Source: an optimization exercise on an open RTL-to-GDS flow (aim: small area and a short achievable clock period). Production flows keep margins and buffers that such runs may drop.
RTL that was checked went through simulation tests only; none was proved equivalent to the original.

Setup of trial 24:
Design mas_mul_radix_top, start of the top module:
module mas_mul_radix_top (
  input               clk,
  input               rstn,
  input        [31:0] in1,
  input        [31:0] in2,
  output logic [63:0] res
);
==> module mas_radix_encoder, before the edit <==
module mas_radix_encoder (
  input  [31:0] in1,
  input  [2:0]  in2,
  output        flag,
  output        flag_n,
  output [32:0] res
);
wire one_n = ~(in2[0] ^ in2[1]);
wire two_n = ~((in2[2] & ~in2[1] & ~in2[0]) | (~in2[2] & in2[1] & in2[0]));
assign flag = in2[2] & ~(in2[1] & in2[0]);
mas_radix_inv c3 (.a(flag), .y(flag_n));
wire [33:0] un;
wire s_n = ~in2[2];
assign un[0]  = s_n;
assign un[33] = s_n;
genvar j;
generate
  for (j = 0; j < 32; j = j + 1) begin : g_x
    mas_radix_xnor x (.a(in1[j]), .b(in2[2]), .y(un[j+1]));
  end
  for (j = 0; j < 33; j = j + 1) begin : g_s
    mas_radix_sel s (.one_n(one_n), .u1_n(un[j+1]), .two_n(two_n), .u2_n(un[j]), .y(res[j]));
  end
endgenerate
endmodule
==> flow/config.mk <==
export PLATFORM = sky130hd
export DESIGN_NAME = mas_mul_radix_top
export DESIGN_NICKNAME = mas_mul_radix_top
export VERILOG_FILES = /design/flow/design.v
export SDC_FILE = /design/flow/constraint.sdc
export NUM_CORES = 4
export LEC_CHECK = 0
export CAP_MARGIN = 30
export CORE_MARGIN = 2
export CORE_UTILIZATION = 60
export SETUP_SLACK_MARGIN = 5
export SLEW_MARGIN = 50
export SYNTH_HIERARCHICAL = 1
export SYNTH_MINIMUM_KEEP_SIZE = 0
==> flow/constraint.sdc <==
create_clock -name core_clock -period 13.5 [get_ports {clk}]
set_input_delay 2.7000 -clock core_clock [delete_from_list [all_inputs] [get_ports {clk}]]
set_output_delay 2.7000 -clock core_clock [all_outputs]
set_load 0.01 [all_outputs]
standard.sh (not shown) runs the stock make flow with config.mk's settings and CLKGATE_MAP_FILE= SYNTH_SCRIPT=/design/flow/synth_recipe.tcl, a recipe that flattens the netlist after the stock synthesis.
==> flow/flow/run.sh <==
#!/bin/bash
# Own layout flow: the standard synthesis and layout, with the port
# buffers made from plain buffers (buffer_ports -buffer_cell) instead of the
# cell buffer_ports picks by itself.  Each tool's output goes to a log here.
set -euo pipefail
bash standard.sh synth > synth.log 2>&1
bash standard.sh "BUFFER_PORTS_ARGS=-buffer_cell sky130_fd_sc_hd__buf_2" finish > layout.log 2>&1
The inputs of trial 97 differ from those of trial 24 as listed below.
--- a/flow/design.v
+++ b/flow/design.v
@@ -8,7 +8,7 @@
 wire one_n = ~(in2[0] ^ in2[1]);
 wire two_n = ~((in2[2] & ~in2[1] & ~in2[0]) | (~in2[2] & in2[1] & in2[0]));
 assign flag = in2[2] & ~(in2[1] & in2[0]);
-mas_radix_inv c3 (.a(flag), .y(flag_n));
+mas_radix_negn c3 (.b(in2), .y(flag_n));
 wire [33:0] un;
 wire s_n = ~in2[2];
 assign un[0]  = s_n;
==> notes.md <==
Trial 97 against trial 24: area of the mapped netlist now sits higher, number of I/O pins now sits at about the same level, arrival time reported for the critical path endpoint now sits lower, total vias in the final route now sits higher. Relative to trial 24, ratio of cells with drive above 1 in the final layout has gone up in trial 97. Diff trial 24 -> trial 97: overall global routing resource usage shrank by 0.21 points; utilization picked up an extra 0.53 points. Min final standard cell area without fillers across trial 24 and trial 97: trial 24. Diff trial 24 -> trial 97: share of cell area taken by flip-flops and latches roughly the same; synthesis-to-layout area growth higher; worst setup slack higher; average cell area after synthesis higher.
Function was not checked in any run of this note: the RTL went through the layout flow alone.

========
Another version of the RTL of mas_mul_radix_top (not shown whole).
For scale: roughly 2200 cells after synthesis, ~64 flip-flops, ~130 I/O pins.
==> module mas_radix_encoder, before the edit <==
module mas_radix_encoder (
  input  [31:0] in1,
  input  [2:0]  in2,
  output        flag,
  output [32:0] res
);
wire one_n, two_n, neg_n;
mas_radix_xnor d1 (.a(in2[0]), .b(in2[1]), .y(one_n));
mas_radix_two  d2 (.b2(in2[2]), .b1(in2[1]), .one_n(one_n), .y(two_n));
mas_radix_neg  d3 (.b(in2), .y(flag));
mas_radix_inv  d4 (.a(flag), .y(neg_n));
wire [33:0] un;
assign un[0]  = neg_n;
assign un[33] = neg_n;
genvar j;
generate
  for (j = 0; j < 32; j = j + 1) begin : g_x
    mas_radix_xnor x (.a(in1[j]), .b(flag), .y(un[j+1]));
  end
  for (j = 0; j < 33; j = j + 1) begin : g_s
    mas_radix_sel s (.one_n(one_n), .u1_n(un[j+1]), .two_n(two_n), .u2_n(un[j]), .y(res[j]));
  end
endgenerate
endmodule
==> module mas_radix_two, before the edit <==
module mas_radix_two (input b2, b1, one_n, output y);
assign y = ~(one_n & (b2 ^ b1));
endmodule
==> module mas_radix_neg, before the edit <==
module mas_radix_neg (input [2:0] b, output y);
assign y = b[2] & ~(b[1] & b[0]);
endmodule
clock: 13.5 ns
lec_check: 0
cap_margin: 50
core_margin: 2
core_utilization: 60
setup_slack_margin: 4.5
slew_margin: 75
synth_hierarchical: 1
synth_minimum_keep_size: 0
Scripts as last shown in full above: flow/flow/run.sh
Then changed:
--- a/flow/design.v
+++ b/flow/design.v
@@ -2,34 +2,27 @@
   input  [31:0] in1,
   input  [2:0]  in2,
   output        flag,
   output [32:0] res
 );
-wire one_n, two_n, neg_n;
-mas_radix_xnor d1 (.a(in2[0]), .b(in2[1]), .y(one_n));
-mas_radix_two  d2 (.b2(in2[2]), .b1(in2[1]), .one_n(one_n), .y(two_n));
-mas_radix_neg  d3 (.b(in2), .y(flag));
-mas_radix_inv  d4 (.a(flag), .y(neg_n));
+wire one_n = ~(in2[0] ^ in2[1]);
+wire two_n = ~((in2[2] & ~in2[1] & ~in2[0]) | (~in2[2] & in2[1] & in2[0]));
+assign flag = in2[2] & ~(in2[1] & in2[0]);
 wire [33:0] un;
-assign un[0]  = neg_n;
-assign un[33] = neg_n;
+wire s_n = ~in2[2];
+assign un[0]  = s_n;
+assign un[33] = s_n;
 genvar j;
 generate
   for (j = 0; j < 32; j = j + 1) begin : g_x
-    mas_radix_xnor x (.a(in1[j]), .b(flag), .y(un[j+1]));
+    mas_radix_xnor x (.a(in1[j]), .b(in2[2]), .y(un[j+1]));
   end
   for (j = 0; j < 33; j = j + 1) begin : g_s
     mas_radix_sel s (.one_n(one_n), .u1_n(un[j+1]), .two_n(two_n), .u2_n(un[j]), .y(res[j]));
   end
 endgenerate
 endmodule
-module mas_radix_two (input b2, b1, one_n, output y);
-assign y = ~(one_n & (b2 ^ b1));
-endmodule
-module mas_radix_neg (input [2:0] b, output y);
-assign y = b[2] & ~(b[1] & b[0]);
-endmodule
 module mas_radix_xnor (input a, b, output y);
 assign y = ~(a ^ b);
 endmodule
 module mas_radix_sel (input one_n, u1_n, two_n, u2_n, output y);
 assign y = ~((one_n | u1_n) & (two_n | u2_n));
Effect: Cell area came out lower by 0.64%. Final cell count grows by 1.3%. Setup slack improved by 0.14 ns. Area after synthesis went up by 0.34%. Wire length shrinks by 1.9%. Synthesized cell count went up by 1.4%. Flip-flop and latch count does not change. First-iteration DRC count went up by 23%. Critical path depth grows by 1.
For the first run of this note, only the layout was checked, not whether the RTL still works.

[port drivers added, routing unchanged]
Ports are ideal in the flow. The routed layouts listed here were re-timed in OpenROAD. Step 1: set_driving_cell puts a clkbuf_16 on clk and a buf_2 on each other input, an assumption about the parent block. Step 2 times the ports against the registers' clock, not the clock port: input delays grow and output delays shrink by t, the midpoint of the rising clock arrivals with the driver on. Slacks: no drivers / after step 1 / after step 2; pairs: no drivers / after step 1.
run	t, ns	setup WS [ns]	hold WS [ns]	slew at the worst register clock pin (ns)
trial 24	0.406	5.016 / 5.035 / 4.629	2.437 / 2.408 / 2.814	0.06 / 0.06
trial 97	0.399	5.043 / 5.072 / 4.673	2.438 / 2.409 / 2.808	0.07 / 0.07
the first run of note 2	0.399	4.636 / 4.665 / 4.266	2.278 / 2.250 / 2.649	0.06 / 0.06
the second run of note 2	0.400	4.771 / 4.800 / 4.400	2.263 / 2.235 / 2.635	0.07 / 0.07
After both steps every run listed still meets setup and hold. The setup slack of trial 24, which loses most, moves by +0.019 ns with the drivers and by -0.387 ns with both steps.
